This design comes from an exercise in tuning for small area on the open sky130 flow, not from production work. At most, simulation tests tie the RTL to the original design; equivalence was not proved. Function not checked in run 4: the RTL went through the layout flow alone. Power and IR drop assume default switching activity.

$ cat flow/standard.sh
#!/bin/bash
# synth_recipe.tcl (not shown) runs the flow's synth.tcl, then flattens the netlist and writes it again
# the make line also repeats each setting of config.mk as NAME=value (left out here)
make -C /OpenROAD-flow-scripts/flow DESIGN_CONFIG=/design/flow/config.mk WORK_HOME=/design/flow/orfs CLKGATE_MAP_FILE= SYNTH_SCRIPT=/design/flow/synth_recipe.tcl "${@:-finish}"
$ cat flow/design.v
module Decode_8b10b (
    input  [9:0] io_din,
    output       io_comma,
    output [7:0] io_dout,
    output       io_error);
  wire [5:0] d6 = io_din[9:4];
  wire [3:0] d4 = io_din[3:0];
  wire k = (d6 == 6'b001111) | (d6 == 6'b110000);
  assign io_comma = k;
  wire e5 = (~d6[2] & ~d6[3] & ~d6[4] & ~d6[5]) | (~d6[0] & ~d6[1] & ~d6[2] & ~d6[3] & ~d6[4]) | (~d6[0] & ~d6[1] & ~d6[3] & ~d6[4] & ~d6[5]) | (~d6[0] & ~d6[1] & ~d6[2] & ~d6[4] & ~d6[5]) | (d6[0] & d6[1] & d6[2] & d6[3] & d6[4]) | (d6[0] & d6[1] & d6[2] & d6[3] & d6[5]) | (~d6[0] & ~d6[1] & ~d6[2] & ~d6[3] & ~d6[5]) | (d6[0] & d6[1] & d6[2] & d6[4] & d6[5]) | (d6[0] & d6[1] & d6[3] & d6[4] & d6[5]) | (d6[2] & d6[3] & d6[4] & d6[5]);
  wire e3 = (~d4[0] & ~d4[1] & ~d4[2] & ~d4[3]) | (~d4[1] & ~d4[2] & ~d4[3] & k) | (d4[1] & d4[2] & d4[3] & k) | (d4[0] & d4[1] & d4[2] & d4[3]);
  assign io_error = e5 | e3;
  assign io_dout[0] = d6[2] ^ ((d6[0] & ~d6[1] & ~d6[3] & d6[4]) | (~d6[0] & d6[1] & d6[2] & ~d6[5]) | (~d6[0] & ~d6[1] & ~d6[3] & ~d6[4]) | (~d6[0] & ~d6[2] & d6[5]) | (d6[0] & ~d6[1] & d6[3] & ~d6[4]) | (d6[0] & d6[1] & ~d6[4] & d6[5]) | (~d6[0] & d6[2] & d6[3] & ~d6[5]));
  assign io_dout[1] = d6[5] ^ ~((~d6[0] & ~d6[4] & ~d6[5]) | (~d6[1] & ~d6[2] & ~d6[3]) | (~d6[0] & ~d6[1] & ~d6[2]) | (d6[0] & d6[1] & d6[3]) | (d6[0] & d6[2] & d6[3]) | (~d6[0] & d6[4] & d6[5]));
  assign io_dout[2] = d6[5] ^ ~((~d6[1] & ~d6[2] & ~d6[4]) | (d6[0] & ~d6[1] & d6[2] & d6[4]) | (~d6[0] & d6[1] & ~d6[3] & ~d6[5]) | (~d6[0] & ~d6[1] & ~d6[2]) | (d6[1] & d6[3] & d6[5]) | (~d6[0] & ~d6[1] & d6[3] & ~d6[4]) | (d6[0] & d6[1] & ~d6[2] & d6[4] & ~d6[5]));
  assign io_dout[3] = d6[4] ^ ((d6[0] & ~d6[1] & ~d6[3] & d6[5]) | (~d6[0] & d6[1] & d6[2] & ~d6[4]) | (d6[0] & d6[1] & d6[3] & d6[5]) | (~d6[0] & ~d6[2] & d6[4]) | (d6[0] & ~d6[1] & d6[3] & ~d6[5]) | (~d6[0] & ~d6[1] & d6[3] & ~d6[4]) | (d6[1] & ~d6[2] & d6[4] & ~d6[5]));
  assign io_dout[4] = d6[1] ^ ~((d6[0] & d6[2] & d6[3]) | (d6[1] & d6[2] & d6[3]) | (d6[0] & d6[1] & ~d6[2]) | (d6[0] & ~d6[1] & d6[2] & d6[4]) | (d6[0] & ~d6[1] & d6[2] & d6[5]) | (d6[3] & d6[4]) | (~d6[0] & d6[1] & d6[2] & d6[5]) | (d6[3] & d6[5]) | (d6[4] & d6[5]) | (~d6[0] & d6[1] & d6[2] & d6[4]));
  assign io_dout[5] = ((~d4[1] & ~d4[2]) | (~d4[0] & d4[3]) | (d4[0] & d4[1] & ~d4[3]));
  assign io_dout[6] = ((d4[0] & ~d4[3]) | (d4[1] & d4[2]) | (~d4[0] & ~d4[1] & d4[3]));
  assign io_dout[7] = d4[2] ^ ((~d4[1] & ~d4[3]) | (~d4[0] & ~d4[2]) | (~d4[0] & ~d4[1]));
endmodule
module CDR_10b_8b #(
    parameter int Ki =     2,
    parameter int Kp =   500,
    parameter int K0 = 335544
)(
    input  logic       clk,
    input  logic       reset,
    input  logic       serial_i,
    output logic       word_tick_o,
    output logic [7:0] data_o,
    output logic       comma_o,
    output logic       error_o
);
    logic [1:0] data_sync;
    always_ff @(posedge clk)
        data_sync <= {data_sync[0], serial_i};
    logic [23:1] phase;
    logic bit_clk_d, ff1, ff2, ff3, ff4;
    wire bit_clk = phase[23];
    wire rise    = bit_clk & ~bit_clk_d;
    wire fall    = ~bit_clk & bit_clk_d;
    wire late    = ff2 ^ ff4;
    wire early   = ff1 ^ ff4;
    always_ff @(posedge clk) begin
        if (reset) begin
            bit_clk_d <= 1'b0;
            ff1 <= 1'b0; ff2 <= 1'b0; ff3 <= 1'b0; ff4 <= 1'b0;
        end else begin
            bit_clk_d <= bit_clk;
            if (rise) begin
                ff1 <= data_sync[1];
                ff2 <= ff1;
                ff4 <= ff3;
            end
            if (fall)
                ff3 <= data_sync[1];
        end
    end
    logic [23:1] freq;
    wire s_e  = early;
    wire s_l  = ~early & late;
    wire early_nx = rise ? (data_sync[1] ^ ff3) : early;
    wire late_nx  = rise ? (ff1 ^ ff3) : late;
    wire n_e  = early_nx;
    wire n_l  = ~early_nx & late_nx;
    localparam logic [23:1] KIH = 23'd1;      
    localparam logic [23:1] KPH = 23'd250;    
    localparam logic [23:1] F0  = 23'd167772;  
    logic [23:1] delta;
    always_comb begin
        case ({s_e, s_l, n_e, n_l})
            4'b0001: delta = KPH;                         
            4'b0010: delta = 23'd0 - KPH;                 
            4'b0101: delta = KIH;                         
            4'b0100: delta = KIH - KPH;                   
            4'b0110: delta = KIH - KPH - KPH;             
            4'b1010: delta = 23'd0 - KIH;                 
            4'b1000: delta = KPH - KIH;                   
            4'b1001: delta = KPH + KPH - KIH;             
            default: delta = 23'd0;
        endcase
    end
    function automatic logic [22:0] radd(input logic [22:0] a, input logic [22:0] b);
        logic c;
        c = 1'b0;
        for (int i = 0; i < 23; i++) begin
            radd[i] = a[i] ^ b[i] ^ c;
            c = (a[i] & b[i]) | (c & (a[i] ^ b[i]));
        end
    endfunction
    always_ff @(posedge clk) begin
        if (reset) begin
            phase <= '0;
            freq  <= F0;
        end else begin
            phase <= radd(phase, freq);
            freq  <= radd(freq, delta);
        end
    end
    logic tick_d, bit_d;
    always_ff @(posedge clk) begin
        tick_d <= rise;
        bit_d  <= ff2;
    end
    logic [9:0] shift_reg, result;
    logic [3:0] bit_cnt;
    always_ff @(posedge clk) begin
        if (reset) begin
            shift_reg <= '0;
            result    <= '0;
            bit_cnt   <= '0;
        end else if (tick_d) begin
            if ((bit_cnt == 4'd9) | (shift_reg == 10'h0f9) | (shift_reg == 10'h306)) begin
                bit_cnt <= '0;
                result  <= shift_reg;
            end else begin
                bit_cnt <= bit_cnt + 1'b1;
            end
            shift_reg <= {bit_d, shift_reg[9:1]};
        end
    end
    logic wt_d;
    always_ff @(posedge clk)
        wt_d <= (bit_cnt == 4'd0);
    assign word_tick_o = (bit_cnt == 4'd0) & ~wt_d;
    Decode_8b10b decoder (
        .io_din  (result),
        .io_comma(comma_o),
        .io_dout (data_o),
        .io_error(error_o)
    );
endmodule
module FrameReceiver #(
    parameter int board = 2
)(
    input  logic         clk,
    input  logic         reset,
    input  logic         word_tick_i,
    input  logic         comma_i,
    input  logic [7:0]   data_i,
    input  logic         error_i,
    output logic         frame_tick_o,    
    output logic         tick_d_o,        
    output logic         is_id_o,         
    output logic         is_cfg_o,        
    output logic         status_o,        
    output logic [103:0] data_o,          
    output logic         error_o          
);
    wire input_valid = ~comma_i & ~error_i;
    localparam logic [2:0] S_CLEAR = 3'd0, S_WAIT = 3'd1, S_VALID = 3'd2,
                           S_ACCEPT = 3'd3, S_TICK = 3'd4, S_COMMA1 = 3'd5,
                           S_COMMA = 3'd6;
    logic [2:0]  state;
    logic [4:0]  byte_cnt;
    logic [15:0] crc;
    wire clr_frame = (state == S_CLEAR) & ~input_valid;
    wire wr_frame  = ((state == S_CLEAR) | (state == S_WAIT)) & input_valid & word_tick_i;
    function automatic logic [15:0] crc_step(input logic [15:0] c, input logic [7:0] d);
        logic [15:0] r;
        r = c;
        for (int k = 7; k >= 0; k--)
            r = {r[14:0], 1'b0} ^ ((r[15] ^ d[k]) ? 16'h8005 : 16'h0000);
        crc_step = r;
    endfunction
    always_ff @(posedge clk) begin
        if (clr_frame)
            byte_cnt <= '0;
        else if (wr_frame)
            byte_cnt <= byte_cnt + 1'b1;
    end
    wire [7:0] wr_byte = reset ? 8'd0 : data_i;
    always_ff @(posedge clk) begin
        if (reset)
            status_o <= 1'b0;
        else if (wr_frame) begin
            case (byte_cnt)
                5'd0: begin
                    is_id_o  <= (data_i == 8'h01);
                    is_cfg_o <= (data_i == 8'h02);
                end
                5'd1: is_cfg_o <= is_cfg_o & (data_i == 8'(board));
                5'd2: is_cfg_o <= is_cfg_o & (data_i == 8'd1);
                5'd3: status_o <= data_i[0];
                default: ;
            endcase
        end
    end
    always_ff @(posedge clk) begin
        for (int k = 4; k <= 16; k++)
            if (reset | (wr_frame & (byte_cnt == 5'(k))))
                data_o[135 - 8*k -: 8] <= wr_byte;
    end
    always_ff @(posedge clk) begin
        if (clr_frame)           
            crc <= '0;
        else if (wr_frame)
            crc <= crc_step(crc, data_i);
    end
    wire crc_ok = (crc == 16'd0);
    always_ff @(posedge clk) begin
        if (reset)
            state <= S_CLEAR;
        else case (state)
            S_CLEAR:  if (input_valid) state <= S_WAIT;
            S_WAIT:   if (byte_cnt >= 5'd19) state <= S_VALID;
            S_VALID:  state <= crc_ok ? S_ACCEPT : S_CLEAR;
            S_ACCEPT: state <= S_TICK;
            S_TICK:   state <= S_COMMA1;
            S_COMMA1, S_COMMA: state <= input_valid ? S_COMMA : S_CLEAR;
            default:  state <= S_CLEAR;
        endcase
    end
    assign frame_tick_o = (state == S_TICK);
    assign tick_d_o     = (state == S_COMMA1);
    assign error_o      = (state == S_VALID) & ~crc_ok;
endmodule
module LongDivision (
    input  logic        clk,
    input  logic        rst,
    input  logic        start,
    input  logic [63:0] id,
    input  logic [7:0]  divider,
    output logic [7:0]  rem_o
);
    logic       busy, fin, all_ones;
    logic [5:0] idx;                 
    logic [8:0] acc;
    logic [8:0] acc_sub;
    logic       acc_ge;
    always_comb begin
        logic c;
        c = 1'b1;
        for (int i = 0; i < 9; i++) begin
            logic b;
            b = (i < 8) ? ~divider[i] : 1'b1;
            acc_sub[i] = acc[i] ^ b ^ c;
            c = (acc[i] & b) | (c & (acc[i] ^ b));
        end
        acc_ge = c;
    end
    wire  [7:0] acc_red = acc_ge ? acc_sub[7:0] : acc[7:0];
    wire        id_bit  = id[idx];
    always_ff @(posedge clk) begin
        if (rst) begin
            busy <= 1'b0;
            fin  <= 1'b0;
        end else begin
            fin <= 1'b0;
            if (start) begin
                idx      <= 6'd62;
                busy     <= (divider != 8'd0);
                acc      <= {8'd0, id[63]};
                all_ones <= id[63];
            end else if (busy) begin
                idx <= idx - 1'b1;
                if (idx == 6'd63) begin
                    busy <= 1'b0;
                    fin  <= 1'b1;
                    acc  <= {1'b0, acc_red};
                end else begin
                    acc      <= {acc_red, id_bit};
                    all_ones <= all_ones & id_bit;
                end
            end
        end
    end
    wire [7:0] rem_inc = acc[7:0] + 8'd1;
    always_ff @(posedge clk) begin
        if (rst)
            rem_o <= 8'd0;
        else if (fin)
            rem_o <= (all_ones | (rem_inc == divider)) ? 8'd0 : rem_inc;
    end
endmodule
module Delay #(
    parameter int W = 32
)(
    input  logic         clk_i,
    input  logic         reset_i,
    input  logic         strobe_i,
    output logic         strobe_o,
    input  logic [W-1:0] delay
);
    logic         busy;
    logic [W-1:0] cnt;
    always_ff @(posedge clk_i) begin
        if (reset_i) begin
            busy <= 1'b0;
            cnt  <= '0;
        end else if (!busy) begin
            busy <= strobe_i;
            cnt  <= '0;
        end else if (cnt < delay) begin
            cnt  <= cnt + 1'b1;
        end else begin
            busy <= 1'b0;
            cnt  <= '0;
        end
    end
    assign strobe_o = (cnt == delay);
endmodule
module Trigger (
    input  logic         clk,
    input  logic         reset,
    input  logic         frame_tick_i,
    input  logic         tick_d_i,
    input  logic         is_id_i,
    input  logic         is_cfg_i,
    input  logic         status_i,
    input  logic [103:0] data_i,
    input  logic [63:0]  id_i,           
    output logic         pulse_o
);
    logic        status0;
    logic [31:0] dly, len;
    logic [7:0]  divider, modulus;
    always_ff @(posedge clk) begin
        if (reset | (frame_tick_i & is_cfg_i)) begin
            status0 <= status_i;
            dly     <= data_i[103:72];
            len     <= data_i[71:40];
            divider <= data_i[39:32];
            modulus <= data_i[31:24];
        end
    end
    logic [7:0] rem;
    LongDivision division (
        .clk(clk), .rst(reset), .start(tick_d_i & is_id_i),
        .id(id_i), .divider(divider), .rem_o(rem));
    wire trigger = frame_tick_i & is_id_i & (rem == modulus) & status0;
    logic after_delay1, after_delay2, after_length1, after_length2;
    Delay #(.W(32)) delay_gen_1 (
        .clk_i(clk), .reset_i(reset), .strobe_i(trigger),
        .strobe_o(after_delay1), .delay((dly >> 1) + 32'(dly[0])));
    Delay #(.W(31)) delay_gen_2 (
        .clk_i(clk), .reset_i(reset), .strobe_i(after_delay1),
        .strobe_o(after_delay2), .delay(dly[31:1]));
    Delay #(.W(32)) length_gen_1 (
        .clk_i(clk), .reset_i(reset), .strobe_i(after_delay2),
        .strobe_o(after_length1), .delay((len >> 1) + 32'(len[0])));
    Delay #(.W(31)) length_gen_2 (
        .clk_i(clk), .reset_i(reset), .strobe_i(after_length1),
        .strobe_o(after_length2), .delay(len[31:1]));
    always_ff @(posedge clk) begin
        if (reset)
            pulse_o <= 1'b0;
        else if (after_length2)
            pulse_o <= 1'b0;
        else if (after_delay2)
            pulse_o <= 1'b1;
    end
endmodule
typedef struct packed
{
    logic [  7:0] payload_type;
    logic [127:0] data;
} payload_t;
typedef struct packed
{
    logic unsigned [63:0] pulse_id;
    logic          [63:0] empty;
} pulse_id_t;
typedef struct packed
{
    logic           [ 7:0] board;
    logic           [ 7:0] channel;
    logic           [ 7:0] status;
	 logic unsigned [31:0] delay;
     logic unsigned [31:0] length;
	 logic unsigned [ 7:0] divider;
	 logic unsigned [ 7:0] modulus;
	 logic          [23:0] empty;
} delay_data_t;
typedef struct packed
{
    payload_t    payload;
    logic [15:0] crc;
} frame_t;
module EmbeddedReceiver #(
        parameter int   board   = 2,
        parameter int Ki =     2,
        parameter int Kp =   500,
        parameter int K0 = 335544
    )(
        input  logic        clk_i,
        input  logic        reset_i,
        input  logic        data_i,
        output logic        error_o,
        output logic        trigger_o,
        output logic [63:0] pulse_id_o
    );
    logic         word_tick, comma, error_8b10b;
    logic [7:0]   data_decoded;
    CDR_10b_8b #(.Ki(Ki), .Kp(Kp), .K0(K0)) cdr_10b_8b (
        .clk(clk_i), .reset(reset_i), .serial_i(data_i),
        .word_tick_o(word_tick), .data_o(data_decoded),
        .comma_o(comma), .error_o(error_8b10b));
    logic         frame_tick, tick_d, is_id, is_cfg, status, error_crc;
    logic [103:0] frame_data;
    FrameReceiver #(.board(board)) frame_receiver (
        .clk(clk_i), .reset(reset_i),
        .word_tick_i(word_tick), .comma_i(comma), .data_i(data_decoded),
        .error_i(error_8b10b),
        .frame_tick_o(frame_tick), .tick_d_o(tick_d), .is_id_o(is_id),
        .is_cfg_o(is_cfg), .status_o(status), .data_o(frame_data),
        .error_o(error_crc));
    always_ff @(posedge clk_i) begin
        if (reset_i | (frame_tick & is_id))
            pulse_id_o <= frame_data[63:0];
    end
    Trigger trigger_1 (
        .clk(clk_i), .reset(reset_i),
        .frame_tick_i(frame_tick), .tick_d_i(tick_d), .is_id_i(is_id),
        .is_cfg_i(is_cfg), .status_i(status), .data_i(frame_data),
        .id_i(pulse_id_o), .pulse_o(trigger_o));
    assign error_o = error_8b10b | error_crc;
endmodule
$ cat flow/flow/abc_map.script
strash
dch
amap
topo
stime -c
$ cat flow/constraint.sdc
create_clock -name core_clock -period 8.0 [get_ports {clk_i}]
set_input_delay 1.6000 -clock core_clock [delete_from_list [all_inputs] [get_ports {clk_i}]]
set_output_delay 1.6000 -clock core_clock [all_outputs]
set_load 0.01 [all_outputs]
$ cat flow/flow/run.sh
#!/bin/bash
set -euo pipefail
rm -rf scripts_own
cp -r "$FLOW_HOME/scripts" scripts_own
cp flow/abc_map.script scripts_own/abc_speed.script
export BUFFER_PORTS_ARGS="-buffer_cell sky130_fd_sc_hd__buf_1"
export CTS_ARGS="-sink_clustering_enable -repair_clock_nets -dont_use_dummy_load -sink_clustering_size 40 -sink_clustering_max_diameter 60 -buf_list sky130_fd_sc_hd__clkbuf_16"
bash standard.sh SCRIPTS_DIR="$PWD/scripts_own" finish > standard.log 2>&1
$ cat flow/config.mk
export PLATFORM = sky130hd
export DESIGN_NAME = EmbeddedReceiver
export DESIGN_NICKNAME = EmbeddedReceiver
export VERILOG_FILES = /design/flow/design.v
export SDC_FILE = /design/flow/constraint.sdc
export NUM_CORES = 4
export LEC_CHECK = 0
export CAP_MARGIN = 20
export CORE_MARGIN = 2
export CORE_UTILIZATION = 40
export CTS_BUF_LIST = sky130_fd_sc_hd__clkbuf_16
export CTS_CLUSTER_DIAMETER = 100
export CTS_CLUSTER_SIZE = 30
export SLEW_MARGIN = 20
==> flow_summary.ini, run 1 <==
[status]
status = failed layout checks
failed_checks = setup timing

[yosys]
avgSynthCellArea_um2 = 10.4
synth_fp_nets = 2482
ys_seq_area_share_pct = 54.4
async_flop_share_pct = 0
synth_cell_types = 53
syn-cell-area_um2 = 23800
yosysWarningCount = 7
ys_seq_elements = 513
synthCells = 2282
ys.flop_type = edfxtp_1
synth_edf_count = 267

[sta]
finalClockSkew_ns = 0.0691
maxSlewViolCount = 0
fmax_ghz = 0.113
tightest_slew_ns = 1.06
timing.final.ws_setup_ns = -0.883
rsz0062_at_grt = yes
hold_violations = 0
slew_headroom_pct = 29.2
setup_viol = 6
period_minus_slack_ns = 8.88
hold_ws_ns = 0.329
min_period_over_period_pct = 111

[clock_tree]
cts_root_buf = clkbuf_16
h-tree-depth = 2
insertion_delay_ns = 0.60
clock-sinks = 513
cts_hold_buf = 0
clock_path_buffers = 3
cts_tree = done
tritoncts.num_buffers = 37
clkTransAtPathRegs_ns = 0.06

[global_route]
antenna_found_initial = 1
grt_usage_pct = 18.0
grt.overflow.total = 0
grt_pass1_wl_um = 87400
grt_max_degree = 82
grt_pass1_vias = 16687

[finish]
antenna_cells = 0
regMostFlops = frame_receiver.data_o
drive_above_1_share_pct = 7.04
nNetsFinal = 2631
fillers = 5458
finish.instance_area_um2 = 26600
largest_reg_flops = 104
fin_util_pct = 45.2
area_growth_pct = 11.8
reg_top3 = frame_receiver.data_o: 104 flops, pulse_id_o: 64 flops

[pwr]
p_int_mw = 4.22
leakagePower_nw = 8.98
p_sw_share_pct = 25.9
pwr-share-clk_pct = 29.3
seq_power_share_pct = 54.4
p_switching_mw = 1.48
p_total_mw = 5.69
ir_drop_v = 0.000195
power_frac_comb_pct = 16.3
power.density_nw_per_um2 = 214

[worst_setup_path]
reg2regPathDepth = 31
arrival_ns = 9.29
cpMaxStageDelayCell = fa_2
cpPeakStageDelay_ns = 0.36
path_depth = 31
start_kind = flip-flop
cp_common_cell = fa_2
worstSetupPathType = flip-flop to flip-flop
endpoint_kind = flip-flop
critPathBufInv = 2
path_delay_family = adder cells
required_ns = 8.41
cp_max_fo = 5

[drt]
wirelength_um = 54700
wire_per_inst_um = 17.1
drc_errors = 0
drt_iter0_drc = 1037
drt_pass1_iterations = 5
viasPerCell = 5.42
drtAntennaViolNets = 0
routed-via-count = 17356

[floorplan]
start_util_pct = 40.4
die_w_um = 248
rows = 89
pin_count = 69
coreArea_um2 = 58900
dieArea_um2 = 61400
die_y_um = 248

[place]
pre_cts_ws_ns = -0.946
portBuffers = 68
placed_area_um2 = 25500
place_hpwl_um = 39700
gp_congestion = 0.861

[flow_run]
cap_violations = 0

[worst_hold_path]
min_delay_path_depth = 0
hold_class = flip-flop to flip-flop
## worst register-to-register path: cells and delay by family, from the launching register on
family | cells | cell delay [ns]
adders and majority gates | 21 | 7.32
AOI/OAI and AO/OA | 5 | 0.58
DFF | 1 | 0.35
and+or+nand+nor | 3 | 0.35
buffers and inverters | 2 | 0.15
## through the flow
step | TNS, ns | std cells
3_3_place_gp | -2.49 | 3157
4_1_cts | -2.49 | 3200
3_5_place_dp | -2.78 | 3157
2_1_floorplan | -1.53 | 2282
6_report | -2.25 | 3202
5_1_grt | -3.84 | 3202
## kinds of logic (layout without fill, tap and decap cells)
| family | after synthesis | in the layout | share of synthesized area (%) |
|---|---|---|---|
| DFF | 513 | 513 | 54.4 |
| and+or+nand+nor | 745 | 745 | 14.2 |
| buffers and inverters | 290 | 437 | 4.58 |
| xor gates and xnor gates | 3 | 3 | 0.110 |
| adders and majority gates | 197 | 197 | 11.9 |
| AOI/OAI and AO/OA | 534 | 534 | 14.8 |
## timing repair
action,in CTS,in global routing
pin swaps,1,3
setup buffers,6,1
resized for setup,15,20
endpoints found under the setup margin,6,61
## per-layer routing
metal	GRT usage [%]	vias up	share of wire, %
met5	0	-	0
met1	23.6	8232	44
li1	-	8664	-
met3	3.14	84	5.7
met2	30.5	376	48
met4	5.21	0	2.7
## power groups by stage
stage	clock, mW	combinational, mW	sequential [mW]
after detailed placement	0	0.909	3.15
after floorplan	0	0.659	3.12
after CTS	1.72	0.938	3.10
after global placement	0	0.864	3.15
after global routing	1.81	1.11	3.13
final	1.67	0.926	3.10
## layout make-up
type / instances / area (um2) / area share [%]
tap: 773 / 967 / 3.64
sequential: 513 / 13000 / 48.7
clock buffer: 37 / 926 / 3.48
multi-input combinational: 1479 / 10000 / 37.8
inverter: 290 / 1110 / 4.19
timing repair buffer: 110 / 589 / 2.22
## layout by cell type (no fill, tap or decap), types with 38 or more instances in the layout
cell,netlist,final
clkinv_1,290,279
nor2_1,283,272
edfxtp_1,267,267
dfxtp_1,246,240
nand2_1,175,172
ha_1,148,146
a21oi_1,137,134
nor3_1,95,89
a211oi_1,89,89
o21ai_0,76,73
o22ai_1,72,71
buf_1,0,67
nand3_1,47,47
fa_2,0,42
buf_4,0,39
a22oi_1,39,38
## cell usage after synthesis (all sizes together) (3+ instances only)
cell | count | area [um2]
o221a | 15 | 169
nand4 | 35 | 219
dfxtp | 246 | 4920
o211a | 3 | 30.0
a22oi | 39 | 293
a31oi | 17 | 106
nand4b | 3 | 26.3
fa | 49 | 981
a2111oi | 9 | 78.8
o22a | 4 | 35.0
o211ai | 4 | 30.0
a311oi | 10 | 87.6
nor2 | 283 | 1060
nand3 | 47 | 235
a211oi | 89 | 668
o22ai | 72 | 450
clkinv | 290 | 1090
and2 | 7 | 43.8
edfxtp | 267 | 8020
nor4 | 23 | 144
nand3b | 6 | 45.0
o21ai | 76 | 380
or4 | 8 | 60.1
a221oi | 24 | 210
a21oi | 137 | 686
or3 | 6 | 37.5
nand2 | 175 | 657
nor2b | 31 | 194
o31ai | 6 | 45.0
and3 | 18 | 113
ha | 148 | 1850
o221ai | 8 | 70.1
nor3 | 95 | 475
a21o | 3 | 22.5
## path summary, 6_finish.rpt
| path | startpoint | to | slack (ns) |
|---|---|---|---|
| worst min register to register | cdr_10b_8b.data_sync[0] | cdr_10b_8b.data_sync[1] | 0.33 |
| worst max-delay path | cdr_10b_8b.phase[23] | cdr_10b_8b.freq[23] | -0.88 |
| worst min-delay path | cdr_10b_8b.data_sync[0] | cdr_10b_8b.data_sync[1] | 0.33 |
| worst max register to register | cdr_10b_8b.phase[23] | cdr_10b_8b.freq[23] | -0.88 |
==> run 2, diff against run 1 <==
==> flow/flow/run.sh (replaced) <==
#!/bin/bash
set -euo pipefail
rm -rf scripts_own
cp -r "$FLOW_HOME/scripts" scripts_own
cp flow/abc_map.script scripts_own/abc_speed.script
export BUFFER_PORTS_ARGS="-buffer_cell sky130_fd_sc_hd__buf_1"
export CTS_ARGS="-sink_clustering_enable -repair_clock_nets -dont_use_dummy_load -sink_clustering_size 30 -sink_clustering_max_diameter 100 -buf_list sky130_fd_sc_hd__clkbuf_16"
bash standard.sh SCRIPTS_DIR="$PWD/scripts_own" finish > standard.log 2>&1
==> flow_summary.ini, run 2 <==
[flow_run]
cap_violations = 0

[global_route]
grt_usage_pct = 17.7
antenna_found_initial = 1
grt_pass1_wl_um = 86700
grt_pass1_vias = 16648
grt_max_degree = 82
grt.overflow.total = 0

[floorplan]
coreArea_um2 = 58900
dieArea_um2 = 61400
start_util_pct = 40.4
die_w_um = 248
pin_count = 69
rows = 89
die_y_um = 248

[sta]
rsz0062_at_grt = yes
timing.final.ws_setup_ns = -0.892
period_minus_slack_ns = 8.89
min_period_over_period_pct = 111
maxSlewViolCount = 0
slew_headroom_pct = 28.1
hold_violations = 0
setup_viol = 6
setup-tns-final_ns = -2.41
fmax_ghz = 0.112
finalClockSkew_ns = 0.0759
tightest_slew_ns = 1.08

[finish]
regMostFlops = frame_receiver.data_o
final_cells = 3194
nNetsFinal = 2623
drive_above_1_share_pct = 6.73
area_growth_pct = 10.5
multiInputGateArea_um2 = 10000
antenna_cells = 0
reg_top3 = frame_receiver.data_o: 104 flops, pulse_id_o: 64 flops
largest_reg_flops = 104
fin_util_pct = 44.6
layout_commonest_cell = clkinv_1
fillers = 5463
final_cell_mix = clkinv_1, nor2_1, edfxtp_1
seqCellArea_um2 = 13000

[drt]
drt_iter0_drc = 1074
drc_errors = 0
drtAntennaViolNets = 0
routed-via-count = 17267
viasPerCell = 5.41
drt_pass1_iterations = 5
wirelength_um = 54300
wire_per_inst_um = 17.0

[worst_hold_path]
hold_path_end = cdr_10b_8b.data_sync[1]
hold_class = flip-flop to flip-flop
min_delay_path_depth = 0
min-delay-start = cdr_10b_8b.data_sync[0]

[yosys]
yosysTopAreaCell = edfxtp_1
synth_cell_types = 53
synthTopCellsByCount = clkinv_1, nor2_1, edfxtp_1, dfxtp_1, nand2_1
synthAdderAreaFrac_pct = 11.9
synth_simple_gate_area_share_pct = 14.2
synthCells = 2282
synth_compound_area_share_pct = 14.8
avgSynthCellArea_um2 = 10.4
synth.area.mux_share_pct = 0
synth_top_family_by_area = compound AO/OA/AOI/OAI gates
ys_seq_area_share_pct = 54.4
synth-xor-area-share_pct = 0.110
synth_fp_nets = 2482
synth_area_leaders = edfxtp_1, dfxtp_1, ha_1, clkinv_1, nor2_1
syn-cell-area_um2 = 23800
synth_top_area_share_pct = 33.7
ys.flop_type = edfxtp_1
synth_edf_count = 267
async_flop_share_pct = 0
yosysWarningCount = 7
yosysMostFrequentCell = clkinv_1
ys_seq_elements = 513

[worst_setup_path]
cpPeakStageDelay_ns = 0.38
r2r-end = cdr_10b_8b.freq[23]
r2r_setup_slack_ns = -0.89
cpMaxStageDelayCell = dfxtp_2
cp_common_cell = fa_2
cp_max_fo = 5
worstReg2RegStart = cdr_10b_8b.phase[23]
required_ns = 8.47
arrival_ns = 9.36
endpoint_kind = flip-flop
worstSetupPathType = flip-flop to flip-flop
start_kind = flip-flop
reg2regPathDepth = 31

[place]
dp.cells = 3157
pre_cts_ws_ns = -0.946
portBuffers = 68
gp_congestion = 0.861
place_hpwl_um = 39700

[clock_tree]
clkTransAtPathRegs_ns = 0.12
h-tree-depth = 1
clock-sinks = 513
cts_tree = done
insertion_delay_ns = 0.58
tritoncts.num_buffers = 23
clock_path_buffers = 3
cts_root_buf = clkbuf_16

[status]
status = failed layout checks
failed_checks = setup timing

[pwr]
leakagePower_nw = 8.83
power.density_nw_per_um2 = 203
ir_drop_v = 0.000180
p_total_mw = 5.33
run 2: changes by cell type in the layout (fill, tap and decap cells not counted), sizes merged:
| cell | previous run | this run |
|---|---|---|
| clkinv | 288 | 289 |
| buf | 109 | 115 |
| inv | 2 | 1 |
| clkbuf | 38 | 24 |
run 2: per-stage QoR:
stage	area, um2	hold WS (ns)
floorplan	24000	0.310
detailed placement	25500	0.318
CTS	26200	0.345
global placement	25500	0.327
global route	26300	0.349
finish	26300	0.334
run 2: logic make-up (layout without fill, tap and decap cells):
| family | after synthesis | count (layout) |
|---|---|---|
| buffers and inverters | 290 | 429 |
| AOI/OAI and AO/OA | 534 | 534 |
| DFF | 513 | 513 |
| and+or+nand+nor | 745 | 745 |
| xor gates and xnor gates | 3 | 3 |
| adders and majority gates | 197 | 197 |
run 2: area by class of cell:
| class | instances | share of cell area, % |
|---|---|---|
| Sequential cell | 513 | 49.3 |
| Timing Repair Buffer | 116 | 2.38 |
| Clock buffer | 23 | 2.19 |
| Inverter | 290 | 4.23 |
| Tap cell | 773 | 3.68 |
| Multi-Input combinational cell | 1479 | 38.2 |
run 2: worst max path at each step:
stage	from	end	slack, ns
after floorplan	cdr_10b_8b.ff1	cdr_10b_8b.freq[23]	-0.70
after global placement	cdr_10b_8b.ff3	cdr_10b_8b.freq[23]	-0.90
after detailed placement	cdr_10b_8b.ff3	cdr_10b_8b.freq[23]	-0.95
after CTS	cdr_10b_8b.ff1	cdr_10b_8b.freq[23]	-0.88
after global routing	cdr_10b_8b.ff3	cdr_10b_8b.freq[23]	-1.21
final	cdr_10b_8b.phase[23]	cdr_10b_8b.freq[23]	-0.89
run 2: critical path: cells and delay by family (launching register included):
family	cells	cell delay (ns)
fa+ha+maj	21	7.30
simple gates	3	0.36
compound gates	5	0.59
buf+inv	2	0.15
flops	1	0.38
run 2: timing repair:
action                     4_1_cts  5_1_grt
setup endpoints to repair        6       48
hold endpoints to repair         0        0
gates resized for setup         14       18
hold buffers                     0        0
buffers inserted                 8        6
pin swaps                        2        2
run 2: power by group:
group          switching [mW]  leakage (nW)  total, mW  internal (mW)
Combinational           0.490          3.90      0.937          0.446
Clock                   0.779         0.283       1.30          0.517
Sequential              0.138          4.65       3.09           2.96
Total                    1.41          8.83       5.33           3.92
run 2: per-layer routing:
metal / global-route usage [%] / vias up / part of all wire (%)
met3: 2.08 / 81 / 4.8
met1: 23.5 / 8197 / 44
li1: - / 8632 / -
met5: 0 / - / 0
met2: 30.4 / 357 / 48
met4: 4.93 / 0 / 3.0
==> run 3, diff against run 2 <==
==> flow/flow/abc_map.script (replaced) <==
strash
&get -n
&deepsyn -T 60
&put
dch
amap
topo
stime -c
==> flow_summary.ini, run 3 <==
[status]
status = failed layout checks
failed_checks = setup timing

[global_route]
grt.overflow.total = 0
antenna_found_initial = 0
grt_pass1_vias = 16587
grt_pass1_wl_um = 86300
grt_usage_pct = 17.8
grt_max_degree = 54

[drt]
wire_per_inst_um = 16.6
drt_iter0_drc = 967
viasPerCell = 5.24
wirelength_um = 54100
drt_pass1_iterations = 5
drc_errors = 0
drtAntennaViolNets = 0
routed-via-count = 17113

[clock_tree]
clock_path_buffers = 3
tritoncts.num_buffers = 23
cts_hold_buf = 0
cts_tree = done
h-tree-depth = 1
clkTransAtPathRegs_ns = 0.10
cts_root_buf = clkbuf_16
insertion_delay_ns = 0.58
clock-sinks = 513

[finish]
antenna_cells = 0
drive_above_1_share_pct = 9.40
largest_reg_flops = 104
regMostFlops = frame_receiver.data_o
seqCellArea_um2 = 13000
finish.instance_area_um2 = 26600
fin_util_pct = 45.3
nNetsFinal = 2692
reg_top3 = frame_receiver.data_o: 104 flops, pulse_id_o: 64 flops
final_cell_mix = clkinv_1, nor2_1, edfxtp_1
multiInputGateArea_um2 = 9850
layout_commonest_cell = clkinv_1
fillers = 5464
area_growth_pct = 12.5

[yosys]
syn-cell-area_um2 = 23600
ys_seq_area_share_pct = 54.8
yosysTopAreaCell = edfxtp_1
synth_cell_types = 48
ys_seq_elements = 513
async_flop_share_pct = 0
synth_edf_count = 267
synth_fp_nets = 2515
synthCells = 2315
yosysMostFrequentCell = clkinv_1
ys.flop_type = edfxtp_1
synth_area_leaders = edfxtp_1, dfxtp_1, ha_1, clkinv_1, nor2_1
avgSynthCellArea_um2 = 10.2
synthTopCellsByCount = clkinv_1, nor2_1, edfxtp_1, dfxtp_1, nand2_1
synth_top_area_share_pct = 33.9
yosysWarningCount = 7

[sta]
timing.final.ws_setup_ns = -1.04
maxSlewViolCount = 0
hold_violations = 0
period_minus_slack_ns = 9.04
finalClockSkew_ns = 0.0429
min_period_over_period_pct = 113
tightest_slew_ns = 1.04
setup_viol = 6
fmax_ghz = 0.111
rsz0062_at_grt = yes
slew_headroom_pct = 28.7

[worst_setup_path]
r2r_setup_slack_ns = -1.04
start_kind = flip-flop
cpPeakStageDelay_ns = 0.37
cp_max_fo = 3
path_delay_family = adder cells
endpoint_kind = flip-flop
worstSetupPathType = flip-flop to flip-flop
required_ns = 8.43
cp_common_cell = fa_2
cpMaxStageDelayCell = fa_2
critPathBufInv = 2
arrival_ns = 9.48

[pwr]
pwr-share-clk_pct = 25.1
power_frac_comb_pct = 16.0
seq_power_share_pct = 58.9
p_sw_share_pct = 25.9
power.density_nw_per_um2 = 195
ir_drop_v = 0.000177
p_switching_mw = 1.34
p_int_mw = 3.85
leakagePower_nw = 8.99

[place]
gp_congestion = 0.855
pre_cts_ws_ns = -1.05
portBuffers = 68
place_hpwl_um = 39800
placed_area_um2 = 25700

[floorplan]
pin_count = 69
rows = 89
coreArea_um2 = 58700
start_util_pct = 40.3
die_y_um = 247
die_w_um = 247
dieArea_um2 = 61000

[worst_hold_path]
hold_class = flip-flop to flip-flop

[flow_run]
cap_violations = 0
[run 3: layout make-up]
| cell class | instances | area share [%] |
|---|---|---|
| flip-flops and latches | 513 | 48.7 |
| multi-input cells | 1453 | 37.0 |
| inverters | 349 | 5.00 |
| well taps | 773 | 3.64 |
| repair buffers | 152 | 3.43 |
| clock buffers | 23 | 2.17 |
[run 3: path summary, 6_finish.rpt]
kind	from	to	cells after the start
min reg2reg	cdr_10b_8b.data_sync[0]	cdr_10b_8b.data_sync[1]	0
max	cdr_10b_8b.phase[23]	cdr_10b_8b.freq[23]	33
min	cdr_10b_8b.data_sync[0]	cdr_10b_8b.data_sync[1]	0
max reg2reg	cdr_10b_8b.phase[23]	cdr_10b_8b.freq[23]	33
[run 3: what timing repair did]
action,in CTS,in global routing
gates resized for setup,23,43
setup endpoints to repair,72,75
pin swaps,4,4
setup buffers,4,2
[run 3: power groups by stage]
stage               clock [mW]  sequential (mW)  combinational [mW]
global route              1.43             3.08               0.979
CTS                       1.35             3.06               0.838
finish                    1.30             3.06               0.831
floorplan                    0             3.10               0.568
detailed placement           0             3.12               0.810
global placement             0             3.11               0.774
[run 3: cell families (layout without fill, tap and decap cells)]
kind of cell / Yosys count / in the layout / synth area share [%]
AND/OR/NAND/NOR: 748 / 748 / 14.0
AO/OA/AOI/OAI: 508 / 508 / 13.7
buffers and inverters: 349 / 524 / 5.55
flip-flops: 513 / 513 / 54.8
adder cells (fa/ha/maj): 197 / 197 / 12.0
[run 3: layer usage]
layer	track usage, %	share of wire, %
met1	24.1	46
met3	1.83	3.9
met2	30.6	48
met5	0	0
met4	3.97	2.1
[run 3: per-stage QoR]
| stage | cells | setup TNS (ns) | hold slack [ns] | power, mW |
|---|---|---|---|---|
| finish | 3263 | -3.02 | 0.349 | 5.19 |
| global route | 3263 | -4.80 | 0.357 | 5.49 |
| detailed placement | 3234 | -10.28 | 0.346 | 3.93 |
| global placement | 3234 | -2.86 | 0.338 | 3.89 |
| floorplan | 2315 | -1.81 | 0.310 | 3.66 |
| CTS | 3261 | -3.08 | 0.354 | 5.25 |
==> run 4, diff against run 3 <==
--- a/flow/design.v
+++ b/flow/design.v
@@ -35,9 +35,11 @@
     logic [1:0] data_sync;
     always_ff @(posedge clk)
         data_sync <= {data_sync[0], serial_i};
-    logic [23:1] phase;
+    logic [23:13] phase_hi;
+    logic [12:1]  phase_lo;
+    logic         phase_c;
     logic bit_clk_d, ff1, ff2, ff3, ff4;
-    wire bit_clk = phase[23];
+    wire bit_clk = phase_hi[23] ^ (phase_c & (&phase_hi[22:13]));
     wire rise    = bit_clk & ~bit_clk_d;
     wire fall    = ~bit_clk & bit_clk_d;
     wire late    = ff2 ^ ff4;
@@ -81,21 +83,46 @@
             default: delta = 23'd0;
         endcase
     end
-    function automatic logic [22:0] radd(input logic [22:0] a, input logic [22:0] b);
+    function automatic logic [12:0] radd12(input logic [11:0] a, input logic [11:0] b);
         logic c;
         c = 1'b0;
-        for (int i = 0; i < 23; i++) begin
-            radd[i] = a[i] ^ b[i] ^ c;
+        for (int i = 0; i < 12; i++) begin
+            radd12[i] = a[i] ^ b[i] ^ c;
             c = (a[i] & b[i]) | (c & (a[i] ^ b[i]));
         end
+        radd12[12] = c;
     endfunction
+    function automatic logic [10:0] radd10(input logic [9:0] a, input logic [9:0] b);
+        logic c;
+        c = 1'b0;
+        for (int i = 0; i < 10; i++) begin
+            radd10[i] = a[i] ^ b[i] ^ c;
+            c = (a[i] & b[i]) | (c & (a[i] ^ b[i]));
+        end
+        radd10[10] = c;
+    endfunction
+    function automatic logic [10:0] radd11(input logic [10:0] a, input logic [10:0] b, input logic ci);
+        logic c;
+        c = ci;
+        for (int i = 0; i < 11; i++) begin
+            radd11[i] = a[i] ^ b[i] ^ c;
+            c = (a[i] & b[i]) | (c & (a[i] ^ b[i]));
+        end
+    endfunction
+    logic       fcarry;
+    logic [9:0] flo_nx;
+    assign {fcarry, flo_nx} = radd10(freq[10:1], delta[10:1]);
     always_ff @(posedge clk) begin
         if (reset) begin
-            phase <= '0;
-            freq  <= F0;
+            phase_hi <= '0;
+            phase_lo <= '0;
+            phase_c  <= 1'b0;
+            freq     <= F0;
         end else begin
-            phase <= radd(phase, freq);
-            freq  <= radd(freq, delta);
+            {phase_c, phase_lo} <= radd12(phase_lo, freq[12:1]);
+            phase_hi <= radd11(phase_hi, freq[23:13], phase_c);
+            freq[10:1]  <= flo_nx;
+            freq[23:11] <= freq[23:11] + {13{delta[23]}} + {12'd0, fcarry};
         end
     end
     logic tick_d, bit_d;
==> flow/flow/abc_map.script (replaced) <==
strash
dch
amap
topo
stime -c
==> flow_summary.ini, run 4 <==
[yosys]
synth_edf_count = 267
syn-cell-area_um2 = 24100
yosysWarningCount = 7
ys_seq_area_share_pct = 53.7
synth_area_leaders = edfxtp_1, dfxtp_1, ha_1, nor2_1, clkinv_1
synthCells = 2368
avgSynthCellArea_um2 = 10.2
synth_top_area_share_pct = 33.2
yosysMostFrequentCell = nor2_1
ys.flop_type = edfxtp_1
synthTopCellsByCount = nor2_1, clkinv_1, edfxtp_1, dfxtp_1, nand2_1
synth_fp_nets = 2569
async_flop_share_pct = 0
synth_cell_types = 53
ys_seq_elements = 514
yosysTopAreaCell = edfxtp_1

[place]
pre_cts_ws_ns = 0.0276
place_hpwl_um = 41300
portBuffers = 68
gp_congestion = 0.839

[finish]
fin_util_pct = 43.6
layout_commonest_cell = nor2_1
drive_above_1_share_pct = 2.86
area_growth_pct = 8.52
nNetsFinal = 2684
reg_top3 = frame_receiver.data_o: 104 flops, pulse_id_o: 64 flops
largest_reg_flops = 104
antenna_cells = 0
regMostFlops = frame_receiver.data_o
final_cell_mix = nor2_1, clkinv_1, edfxtp_1

[sta]
timing.final.ws_setup_ns = 0.489
hold_ws_ns = 0.344
setup_viol = 0
setup-tns-final_ns = 0
maxSlewViolCount = 0
tightest_slew_ns = 1.03
finalClockSkew_ns = 0.0692
min_period_over_period_pct = 93.9
slew_headroom_pct = 31.3
hold_violations = 0
period_minus_slack_ns = 7.51
rsz0062_at_grt = no
fmax_ghz = 0.133

[drt]
wirelength_um = 56000
viasPerCell = 5.43
drtAntennaViolNets = 0
wire_per_inst_um = 17.2
routed-via-count = 17711
drt_pass1_iterations = 5
drc_errors = 0
drt_iter0_drc = 1245

[pwr]
p_int_mw = 3.79
p_sw_share_pct = 26.6
ir_drop_v = 0.000217
leakagePower_nw = 8.85
p_switching_mw = 1.38
pwr-share-clk_pct = 24.9
power.density_nw_per_um2 = 198
power_frac_comb_pct = 15.5
seq_power_share_pct = 59.6

[global_route]
grt_max_degree = 82
grt.overflow.total = 0
grt_pass1_vias = 16809
grt_pass1_wl_um = 89400
antenna_found_initial = 0
grt_usage_pct = 17.7

[worst_setup_path]
cp_common_cell = nor2_1
cpMaxStageDelayCell = fa_1
worstSetupPathType = flip-flop to flip-flop
required_ns = 8.43
arrival_ns = 7.94
start_kind = flip-flop
endpoint_kind = flip-flop
cp_max_fo = 6
cpPeakStageDelay_ns = 0.40

[floorplan]
pin_count = 69
die_w_um = 250
dieArea_um2 = 62300
coreArea_um2 = 60000
start_util_pct = 40.2
rows = 90
die_y_um = 250

[clock_tree]
cts_tree = done
clock-sinks = 514
cts_hold_buf = 0
cts_root_buf = clkbuf_16
insertion_delay_ns = 0.59
clock_path_buffers = 3
tritoncts.num_buffers = 22
clkTransAtPathRegs_ns = 0.11
h-tree-depth = 1

[worst_hold_path]
hold_class = flip-flop to flip-flop

[status]
status = complete, no violations

[flow_run]
cap_violations = 0
[run 4: kinds of logic (layout without fill, tap and decap cells)]
| kind of cell | count (synthesis) | after routing | share of synthesized area (%) |
|---|---|---|---|
| simple gates | 827 | 827 | 15.5 |
| xor+xnor | 5 | 5 | 0.182 |
| buf+inv | 289 | 402 | 4.50 |
| compound gates | 535 | 535 | 14.6 |
| fa+ha+maj | 198 | 198 | 11.5 |
| flops | 514 | 514 | 53.7 |
[run 4: path summary, 6_finish.rpt]
check,start,cells after the start,slack [ns],to
max,cdr_10b_8b.phase_c,41,0.49,cdr_10b_8b.freq[23]
min,cdr_10b_8b.data_sync[0],0,0.34,cdr_10b_8b.data_sync[1]
max reg2reg,cdr_10b_8b.phase_c,41,0.49,cdr_10b_8b.freq[23]
min reg2reg,cdr_10b_8b.data_sync[0],0,0.34,cdr_10b_8b.data_sync[1]
[run 4: power by group through the flow]
stage	logic, mW	registers [mW]	clock network, mW
3_5_place_dp	0.762	3.14	0
3_3_place_gp	0.727	3.13	0
5_1_grt	0.946	3.11	1.41
4_1_cts	0.776	3.08	1.33
6_report	0.803	3.08	1.29
2_1_floorplan	0.551	3.11	0
[run 4: repair_timing]
item                       4_1_cts  5_1_grt
resized for setup                0       24
buffers inserted                 0        6
setup endpoints to repair        0       32
[run 4: routing by layer]
layer	wire length [um]	track usage, %
met5	0	0
met3	2310	1.91
met2	25800	29.5
met4	1350	4.08
met1	26600	24.8
[run 4: metrics by stage]
| step | std cells | power (mW) | cell area (um2) |
|---|---|---|---|
| 2_1_floorplan | 2368 | 3.66 | 24100 |
| 3_3_place_gp | 3235 | 3.86 | 25500 |
| 3_5_place_dp | 3235 | 3.90 | 25500 |
| 4_1_cts | 3257 | 5.19 | 26100 |
| 5_1_grt | 3263 | 5.46 | 26200 |
| 6_report | 3263 | 5.17 | 26200 |
[run 4: final cells by class]
type                       count  area (um2)
fill                        5655       33800
clock buffer                  22         551
tap                          782         978
sequential                   514       13000
multi-input combinational   1565       10200
timing repair buffer          91         432
inverter                     289        1080
[run 4: critical path: cells and delay by family, from the launching register on]
| kind | cells | cell delay, ns |
|---|---|---|
| AOI/OAI and AO/OA | 6 | 0.95 |
| xor gates and xnor gates | 1 | 0.19 |
| adders and majority gates | 11 | 3.57 |
| buffers and inverters | 2 | 0.17 |
| DFF | 1 | 0.36 |
| and+or+nand+nor | 21 | 2.12 |
==> run 5, diff against run 4 <==
--- a/flow/design.v
+++ b/flow/design.v
@@ -313,18 +313,16 @@
     logic         busy;
     logic [W-1:0] cnt;
     always_ff @(posedge clk_i) begin
-        if (reset_i) begin
+        if (reset_i)
             busy <= 1'b0;
-            cnt  <= '0;
-        end else if (!busy) begin
+        else if (!busy)
             busy <= strobe_i;
-            cnt  <= '0;
-        end else if (cnt < delay) begin
-            cnt  <= cnt + 1'b1;
-        end else begin
+        else if (!(cnt < delay))
             busy <= 1'b0;
-            cnt  <= '0;
-        end
+        if (busy & (cnt < delay))
+            cnt <= cnt + 1'b1;
+        else
+            cnt <= '0;
     end
     assign strobe_o = (cnt == delay);
 endmodule
==> flow/flow/abc_map.script (replaced) <==
strash
&get -n
&deepsyn -T 60
&put
dch
amap
topo
stime -c
==> flow_summary.ini, run 5 <==
[yosys]
synth.area.mux_share_pct = 0
yosysTopAreaCell = edfxtp_1
synthCells = 2335
synth_area_leaders = edfxtp_1, dfxtp_1, ha_1, clkinv_1, nor2_1
synth_top_family_by_area = simple AND/OR/NAND/NOR gates
ys.flop_type = edfxtp_1
synth-xor-area-share_pct = 0.0368
ys_seq_area_share_pct = 54.4
syn-cell-area_um2 = 23800
synth_top_area_share_pct = 33.7
yosysWarningCount = 7
synth_cell_types = 49
synth_simple_gate_area_share_pct = 14.5
synthTopCellsByCount = clkinv_1, nor2_1, edfxtp_1, dfxtp_1, nand2_1
yosysMostFrequentCell = clkinv_1
ys_seq_elements = 514
synth_compound_area_share_pct = 14.0
synth_edf_count = 267
avgSynthCellArea_um2 = 10.2
async_flop_share_pct = 0
synth_fp_nets = 2536
synthAdderAreaFrac_pct = 11.6

[worst_setup_path]
endpoint_kind = flip-flop
required_ns = 8.46
cpPeakStageDelay_ns = 0.43
cp_max_fo = 5
worstSetupPathType = flip-flop to flip-flop
cpMaxStageDelayCell = o41a_1
start_kind = flip-flop
cp_common_cell = fa_1
arrival_ns = 7.92
reg2regPathDepth = 38

[sta]
maxSlewViolCount = 0
period_minus_slack_ns = 7.46
slew_headroom_pct = 21.1
finalClockSkew_ns = 0.0642
timing.final.ws_setup_ns = 0.541
setup_viol = 0
fmax_ghz = 0.134
hold_violations = 0
hold_ws_ns = 0.351
tightest_slew_ns = 1.18
min_period_over_period_pct = 93.2

[drt]
drt_pass1_iterations = 5
drtAntennaViolNets = 0
wire_per_inst_um = 17.8
wirelength_um = 57600
drt_iter0_drc = 1308
routed-via-count = 17350
viasPerCell = 5.37
drc_errors = 0

[finish]
layout_commonest_cell = clkinv_1
largest_reg_flops = 104
drive_above_1_share_pct = 4.93
regMostFlops = frame_receiver.data_o
fillers = 5442
final_cell_mix = clkinv_1, nor2_1, edfxtp_1
nNetsFinal = 2659
reg_top3 = frame_receiver.data_o: 104 flops, pulse_id_o: 64 flops
fin_util_pct = 44.5
antenna_cells = 0
area_growth_pct = 9.98

[floorplan]
die_w_um = 248
rows = 89
dieArea_um2 = 61500
pin_count = 69
die_y_um = 248
coreArea_um2 = 58900
start_util_pct = 40.4

[global_route]
antenna_found_initial = 0
grt.overflow.total = 0
grt_pass1_vias = 16376
grt_pass1_wl_um = 89800
grt_usage_pct = 18.6
grt_max_degree = 82

[clock_tree]
clock-sinks = 514
cts_hold_buf = 0
clock_path_buffers = 3
tritoncts.num_buffers = 23
h-tree-depth = 1
clkTransAtPathRegs_ns = 0.12
cts_root_buf = clkbuf_16
cts_tree = done
insertion_delay_ns = 0.58

[status]
status = complete, no violations

[flow_run]
cap_violations = 0

[place]
portBuffers = 68
place_hpwl_um = 42900
pre_cts_ws_ns = -0.0883
gp_congestion = 0.853

[pwr]
power.density_nw_per_um2 = 197
ir_drop_v = 0.000224
leakagePower_nw = 8.79

[worst_hold_path]
min_delay_path_depth = 0
hold_class = flip-flop to flip-flop
==> run 5: power breakdown <==
group,leakage [nW],switching [mW],internal [mW],total (mW)
combinational,3.86,0.452,0.335,0.788
clock,0.283,0.787,0.518,1.31
sequential,4.65,0.120,2.95,3.07
total,8.79,1.36,3.80,5.16
==> run 5: layout make-up <==
class | instances | area [um2] | area share (%)
clock buffer | 23 | 576 | 2.20
inverter | 338 | 1270 | 4.84
timing repair buffer | 98 | 508 | 1.94
sequential | 514 | 13000 | 49.5
tap | 773 | 967 | 3.69
multi-input combinational | 1483 | 9890 | 37.8
==> run 5: metrics by stage <==
step	instance area (um2)	power, mW	std cells	TNS (ns)
after global routing	26200	5.46	3229	-0.422
after floorplan	23800	3.68	2335	0
after detailed placement	25300	3.90	3204	-0.626
final	26200	5.16	3229	0
after CTS	25900	5.20	3227	0
after global placement	25300	3.87	3203	0
==> run 5: cells by family after synthesis <==
logic type,Yosys count
AO/OA/AOI/OAI,512
adder cells (fa/ha/maj),198
AND/OR/NAND/NOR,772
XOR/XNOR,1
buffers and inverters,338
flip-flops,514
==> run 5: what timing repair did <==
item,in CTS,in global routing
setup buffers,0,2
setup endpoints to repair,44,72
gates resized for setup,4,62
pin swaps,0,4
==> run 5: worst max-delay path, delay by kind of cell (launching register included) <==
family / cells / cell delay [ns]
adder cells (fa/ha/maj): 11 / 3.72
AND/OR/NAND/NOR: 15 / 1.53
AO/OA/AOI/OAI: 9 / 1.44
flip-flops: 1 / 0.36
buffers and inverters: 3 / 0.29
==> run 5: final timing paths <==
check                                  to                     from  slack [ns]
setup / recovery      cdr_10b_8b.freq[23]  cdr_10b_8b.phase_hi[21]        0.54
hold / removal    cdr_10b_8b.data_sync[1]  cdr_10b_8b.data_sync[0]        0.35
setup reg to reg      cdr_10b_8b.freq[23]  cdr_10b_8b.phase_hi[21]        0.54
hold reg to reg   cdr_10b_8b.data_sync[1]  cdr_10b_8b.data_sync[0]        0.35
==> run 5: layer usage <==
metal | global-route usage, % | up-vias | wire, um
li1 | - | 8639 | -
met1 | 26.9 | 8196 | 27400
met2 | 29.3 | 448 | 25500
met3 | 2.93 | 67 | 3360
met4 | 4.26 | 0 | 1310
met5 | 0 | - | 0
==> run 6, diff against run 5 <==
==> flow/flow/abc_map.script (replaced) <==
strash
dch
amap
topo
stime -c
==> flow_summary.ini, run 6 <==
[pwr]
pwr-share-clk_pct = 25.2
ir_drop_v = 0.000173
seq_power_share_pct = 57.8
p_sw_share_pct = 27.0
power_frac_comb_pct = 17.0
p_switching_mw = 1.45
power.density_nw_per_um2 = 205
leakagePower_nw = 8.87
p_int_mw = 3.91

[clock_tree]
clock-sinks = 514
cts_root_buf = clkbuf_16
clock_path_buffers = 3
tritoncts.num_buffers = 25
h-tree-depth = 1
insertion_delay_ns = 0.60
cts_tree = done
cts_hold_buf = 0
clkTransAtPathRegs_ns = 0.11

[worst_setup_path]
cp_common_cell = nor2_1
required_ns = 8.41
cp_max_fo = 7
critPathBufInv = 2
path_delay_family = adder cells
start_kind = flip-flop
worstSetupPathType = flip-flop to flip-flop
cpMaxStageDelayCell = fa_1
endpoint_kind = flip-flop
cpPeakStageDelay_ns = 0.41
arrival_ns = 7.80

[global_route]
grt_max_degree = 69
grt_pass1_vias = 17011
grt.overflow.total = 0
antenna_found_initial = 0
grt_usage_pct = 17.8
grt_pass1_wl_um = 89500

[yosys]
yosysTopAreaCell = edfxtp_1
async_flop_share_pct = 0
synth_cell_types = 53
avgSynthCellArea_um2 = 10.2
syn-cell-area_um2 = 24100
yosysWarningCount = 7
ys_seq_elements = 514
synth_edf_count = 267
ys.flop_type = edfxtp_1
synth_area_leaders = edfxtp_1, dfxtp_1, ha_1, nor2_1, clkinv_1
synthCells = 2350
ys_seq_area_share_pct = 53.9
synthTopCellsByCount = nor2_1, clkinv_1, edfxtp_1, dfxtp_1, nand2_1
yosysMostFrequentCell = nor2_1
synth_fp_nets = 2551
synth_top_area_share_pct = 33.3

[place]
gp_congestion = 0.848
place_hpwl_um = 41400
placed_area_um2 = 25400
portBuffers = 68

[sta]
fmax_ghz = 0.135
setup_viol = 0
rsz0062_at_grt = no
period_minus_slack_ns = 7.39
maxSlewViolCount = 0
min_period_over_period_pct = 92.4
setup-tns-final_ns = 0
finalClockSkew_ns = 0.0638
tightest_slew_ns = 1.10
slew_headroom_pct = 26.7
hold_violations = 0

[status]
status = complete, no violations

[floorplan]
rows = 89
die_y_um = 249
dieArea_um2 = 62100
coreArea_um2 = 59200
die_w_um = 249
start_util_pct = 40.6
pin_count = 69

[flow_run]
cap_violations = 0

[drt]
wirelength_um = 56200
drt_iter0_drc = 1071
drtAntennaViolNets = 0
drc_errors = 0
drt_pass1_iterations = 5
wire_per_inst_um = 17.4
viasPerCell = 5.44
routed-via-count = 17594

[finish]
antenna_cells = 0
area_growth_pct = 8.73
largest_reg_flops = 104
fillers = 5611
layout_commonest_cell = nor2_1
final_cell_mix = nor2_1, clkinv_1, edfxtp_1
nNetsFinal = 2666
regMostFlops = frame_receiver.data_o
seqCellArea_um2 = 13000
drive_above_1_share_pct = 3.13
multiInputGateArea_um2 = 10100
finish.instance_area_um2 = 26200
reg_top3 = frame_receiver.data_o: 104 flops, pulse_id_o: 64 flops

[worst_hold_path]
hold_class = flip-flop to flip-flop
==> run 6: cell count changes in the layout (fill, tap and decap cells not counted), sizes merged, moves of 24 or more <==
cell	previous run	this run
a21oi	66	141
a22oi	0	42
clkinv	338	297
nand3	29	53
o21ai	109	80
o22ai	129	64
==> run 6: metal layers <==
layer | global-route usage, % | up-vias | share of wire, %
met5 | 0 | - | 0
met4 | 4.72 | 0 | 2.7
met3 | 1.97 | 86 | 4.0
met2 | 30.1 | 345 | 47
met1 | 24.5 | 8342 | 46
li1 | - | 8821 | -
==> run 6: stage by stage <==
step | std cells | total power, mW | hold slack (ns) | setup slack [ns] | util [%]
final | 3236 | 5.36 | 0.348 | 0.607 | 44.1
after global routing | 3236 | 5.67 | 0.358 | 0.000514 | 44.1
after CTS | 3233 | 5.38 | 0.351 | 0.323 | 44.0
after detailed placement | 3208 | 4.02 | 0.324 | 0.367 | 42.9
after global placement | 3208 | 3.98 | 0.320 | 0.470 | 42.9
after floorplan | 2350 | 3.76 | 0.310 | 0.190 | -
==> run 6: worst paths after layout <==
path / end / depth (start not counted) / start / slack, ns
setup / recovery: cdr_10b_8b.freq[23] / 41 / cdr_10b_8b.phase_hi[21] / 0.61
hold / removal: cdr_10b_8b.data_sync[1] / 0 / cdr_10b_8b.data_sync[0] / 0.35
hold reg to reg: cdr_10b_8b.data_sync[1] / 0 / cdr_10b_8b.data_sync[0] / 0.35
setup reg to reg: cdr_10b_8b.freq[23] / 41 / cdr_10b_8b.phase_hi[21] / 0.61
==> run 6: power by group through the flow <==
stage / clock network, mW / logic (mW) / registers, mW
after floorplan: 0 / 0.638 / 3.13
after global placement: 0 / 0.835 / 3.15
after detailed placement: 0 / 0.868 / 3.15
after CTS: 1.40 / 0.890 / 3.09
after global routing: 1.48 / 1.07 / 3.12
final: 1.35 / 0.912 / 3.09
==> run 6: logic make-up (layout without fill, tap and decap cells) <==
| kind of cell | Yosys count | count (layout) | synth area share, % |
|---|---|---|---|
| AND/OR/NAND/NOR | 797 | 797 | 15.0 |
| adder cells (fa/ha/maj) | 198 | 198 | 11.5 |
| XOR/XNOR | 7 | 7 | 0.255 |
| AO/OA/AOI/OAI | 535 | 535 | 14.6 |
| buffers and inverters | 299 | 412 | 4.67 |
| flip-flops | 514 | 514 | 53.9 |
==> run 6: layout make-up <==
| type | instances | area share [%] |
|---|---|---|
| Multi-Input combinational cell | 1537 | 38.4 |
| Tap cell | 773 | 3.70 |
| Inverter | 299 | 4.31 |
| Sequential cell | 514 | 49.6 |
| Clock buffer | 25 | 2.39 |
| Timing Repair inverter | 1 | 0.0287 |
| Timing Repair Buffer | 87 | 1.54 |
==> run 6: repair_timing <==
action	CTS	global route
buffers inserted	0	2
endpoints found under the setup margin	0	32
gates resized for setup	0	23
==> run 6: worst reg2reg max path: cells and delay by family (launching register included) <==
| family | cells | cell delay [ns] |
|---|---|---|
| DFF | 1 | 0.37 |
| AOI/OAI and AO/OA | 7 | 0.87 |
| buffers and inverters | 2 | 0.21 |
| xor gates and xnor gates | 1 | 0.12 |
| adders and majority gates | 11 | 3.52 |
| and+or+nand+nor | 20 | 2.16 |
==> run 7, diff against run 6 <==
==> flow/config.mk (replaced) <==
export PLATFORM = sky130hd
export DESIGN_NAME = EmbeddedReceiver
export DESIGN_NICKNAME = EmbeddedReceiver
export VERILOG_FILES = /design/flow/design.v
export SDC_FILE = /design/flow/constraint.sdc
export NUM_CORES = 4
export LEC_CHECK = 0
export CAP_MARGIN = 0
export CORE_MARGIN = 2
export CORE_UTILIZATION = 70
export PLACE_DENSITY = 0.8
export SLEW_MARGIN = 0
==> flow_summary.ini, run 7 <==
[drt]
routed-via-count = 18086
wire_per_inst_um = 18.5
drtAntennaViolNets = 0
drc_errors = 0
drt_pass1_iterations = 5
wirelength_um = 53700
viasPerCell = 6.22
drt_iter0_drc = 1558

[global_route]
grt_usage_pct = 29.6
antenna_found_initial = 0
grt.overflow.total = 0
grt_pass1_wl_um = 85500
grt_max_degree = 84
grt_pass1_vias = 17239

[clock_tree]
tritoncts.num_buffers = 21
insertion_delay_ns = 0.57
cts_root_buf = clkbuf_16
cts_tree = done
clock_path_buffers = 3
clkTransAtPathRegs_ns = 0.11
clock-sinks = 514
h-tree-depth = 1

[floorplan]
dieArea_um2 = 35900
pin_count = 69
die_y_um = 189
die_w_um = 189
rows = 67
coreArea_um2 = 33700
start_util_pct = 71.4

[yosys]
async_flop_share_pct = 0
ys_seq_elements = 514
avgSynthCellArea_um2 = 10.2
ys.flop_type = edfxtp_1
synth_fp_nets = 2551
synth_area_leaders = edfxtp_1, dfxtp_1, ha_1, nor2_1, clkinv_1
yosysMostFrequentCell = nor2_1
synth_top_area_share_pct = 33.3
synth_cell_types = 53
synthTopCellsByCount = nor2_1, clkinv_1, edfxtp_1, dfxtp_1, nand2_1
yosysTopAreaCell = edfxtp_1
synthCells = 2350
yosysWarningCount = 7
synth_edf_count = 267
ys_seq_area_share_pct = 53.9
syn-cell-area_um2 = 24100

[pwr]
ir_drop_v = 0.000257
power.density_nw_per_um2 = 205
leakagePower_nw = 8.85
p_total_mw = 5.28

[worst_setup_path]
required_ns = 8.42
cp_max_fo = 5
cpMaxStageDelayCell = fa_1
cp_common_cell = nor2_1
arrival_ns = 8.20
endpoint_kind = flip-flop
cpPeakStageDelay_ns = 0.41
reg2regPathDepth = 40
worstSetupPathType = flip-flop to flip-flop
start_kind = flip-flop

[finish]
fin_util_pct = 76.3
area_growth_pct = 6.96
reg_top3 = frame_receiver.data_o: 104 flops, pulse_id_o: 64 flops
final_cell_mix = nor2_1, clkinv_1, edfxtp_1
final_cells = 2909
drive_above_1_share_pct = 3.33
nNetsFinal = 2664
regMostFlops = frame_receiver.data_o
largest_reg_flops = 104
layout_commonest_cell = nor2_1
antenna_cells = 0

[sta]
maxSlewViolCount = 0
period_minus_slack_ns = 7.78
setup_viol = 0
slew_headroom_pct = 25.0
timing.final.ws_setup_ns = 0.216
hold_violations = 0
hold_ws_ns = 0.341
finalClockSkew_ns = 0.0691
min_period_over_period_pct = 97.3
fmax_ghz = 0.128
tightest_slew_ns = 1.12

[status]
status = complete, no violations

[place]
portBuffers = 68
place_hpwl_um = 38300
pre_cts_ws_ns = 0.0140
dp.cells = 2874
gp_congestion = 0.891

[flow_run]
cap_violations = 0

[worst_hold_path]
hold_class = flip-flop to flip-flop
min_delay_path_depth = 0
==> run 7: cell counts after synthesis <==
No cell type changed its count.
==> run 7: worst max-delay path, delay by kind of cell (launching register included) <==
kind                     cells  cell delay, ns
AO/OA/AOI/OAI                7            0.97
XOR/XNOR                     1            0.14
adder cells (fa/ha/maj)     11            3.77
buffers and inverters        2            0.24
flip-flops                   1            0.36
AND/OR/NAND/NOR             19            2.15
==> run 7: logic make-up (layout without fill, tap and decap cells) <==
family	Yosys count	count (layout)	synth area share, %
flops	514	514	53.9
buf+inv	299	410	4.67
compound gates	535	535	14.6
fa+ha+maj	198	198	11.5
simple gates	797	797	15.0
xor+xnor	7	7	0.255
==> run 7: repair_timing <==
item	CTS	global route
cloned	0	1
resized for setup	1	30
hold buffers	0	0
setup endpoints to repair	1	58
buffers inserted	0	13
pin swaps	0	9
==> run 7: power breakdown <==
| group | internal, mW | switching [mW] | total (mW) |
|---|---|---|---|
| clock | 0.475 | 0.761 | 1.24 |
| combinational | 0.411 | 0.539 | 0.950 |
| sequential | 2.96 | 0.135 | 3.10 |
==> run 7: final timing paths <==
check / slack (ns) / start / end
worst min register to register: 0.34 / cdr_10b_8b.data_sync[0] / cdr_10b_8b.data_sync[1]
worst max register to register: 0.22 / cdr_10b_8b.phase_hi[21] / cdr_10b_8b.freq[23]
worst max-delay path: 0.22 / cdr_10b_8b.phase_hi[21] / cdr_10b_8b.freq[23]
worst min-delay path: 0.34 / cdr_10b_8b.data_sync[0] / cdr_10b_8b.data_sync[1]
==> run 7: cell type report <==
type | count | area [um2]
repair buffers | 89 | 439
repair inverters | 1 | 7.51
clock buffers | 21 | 526
multi-input cells | 1537 | 10100
well taps | 448 | 561
flip-flops and latches | 514 | 13000
fillers | 2254 | 7970
inverters | 299 | 1130
==> run 7: per-stage QoR <==
stage	instance area, um2	TNS (ns)
3_5_place_dp	25000	0
3_3_place_gp	25000	0
6_report	25700	0
5_1_grt	25700	-0.154
2_1_floorplan	24100	0
4_1_cts	25500	0
==> run 7: per-layer routing <==
metal	up-vias	global-route usage, %	routed length, um
met4	0	8.56	1660
met3	124	3.00	3060
met5	-	0	0
met1	8605	40.7	23200
li1	8783	-	-
met2	574	50.4	25800

==> what the ideal ports hide <==
Ports are ideal in the flow. The routed layouts listed here were re-timed in OpenROAD.
Step 1 assumes that a clkbuf_16 drives the clock port and a buf_2 every other input.
Step 2 also shifts input and output timing later by t, the mid clock arrival at the registers, as if the neighbouring blocks saw the same clock.
Slacks: no drivers / after step 1 / after step 2; pairs: no drivers / after step 1.
run	t, ns	setup slack, ns	worst slew at a driven data input, ns
run 1	0.621	-0.883 / -0.883 / -0.883	0.03
run 2	0.600	-0.892 / -0.892 / -0.892	0.03
run 3	0.619	-1.043 / -1.043 / -1.043	0.03
run 4	0.614	0.489 / 0.489 / 0.489	0.03
run 5	0.609	0.541 / 0.541 / 0.541	0.03
run 6	0.631	0.607 / 0.607 / 0.607	0.03
run 7	0.592	0.216 / 0.216 / 0.216	0.06
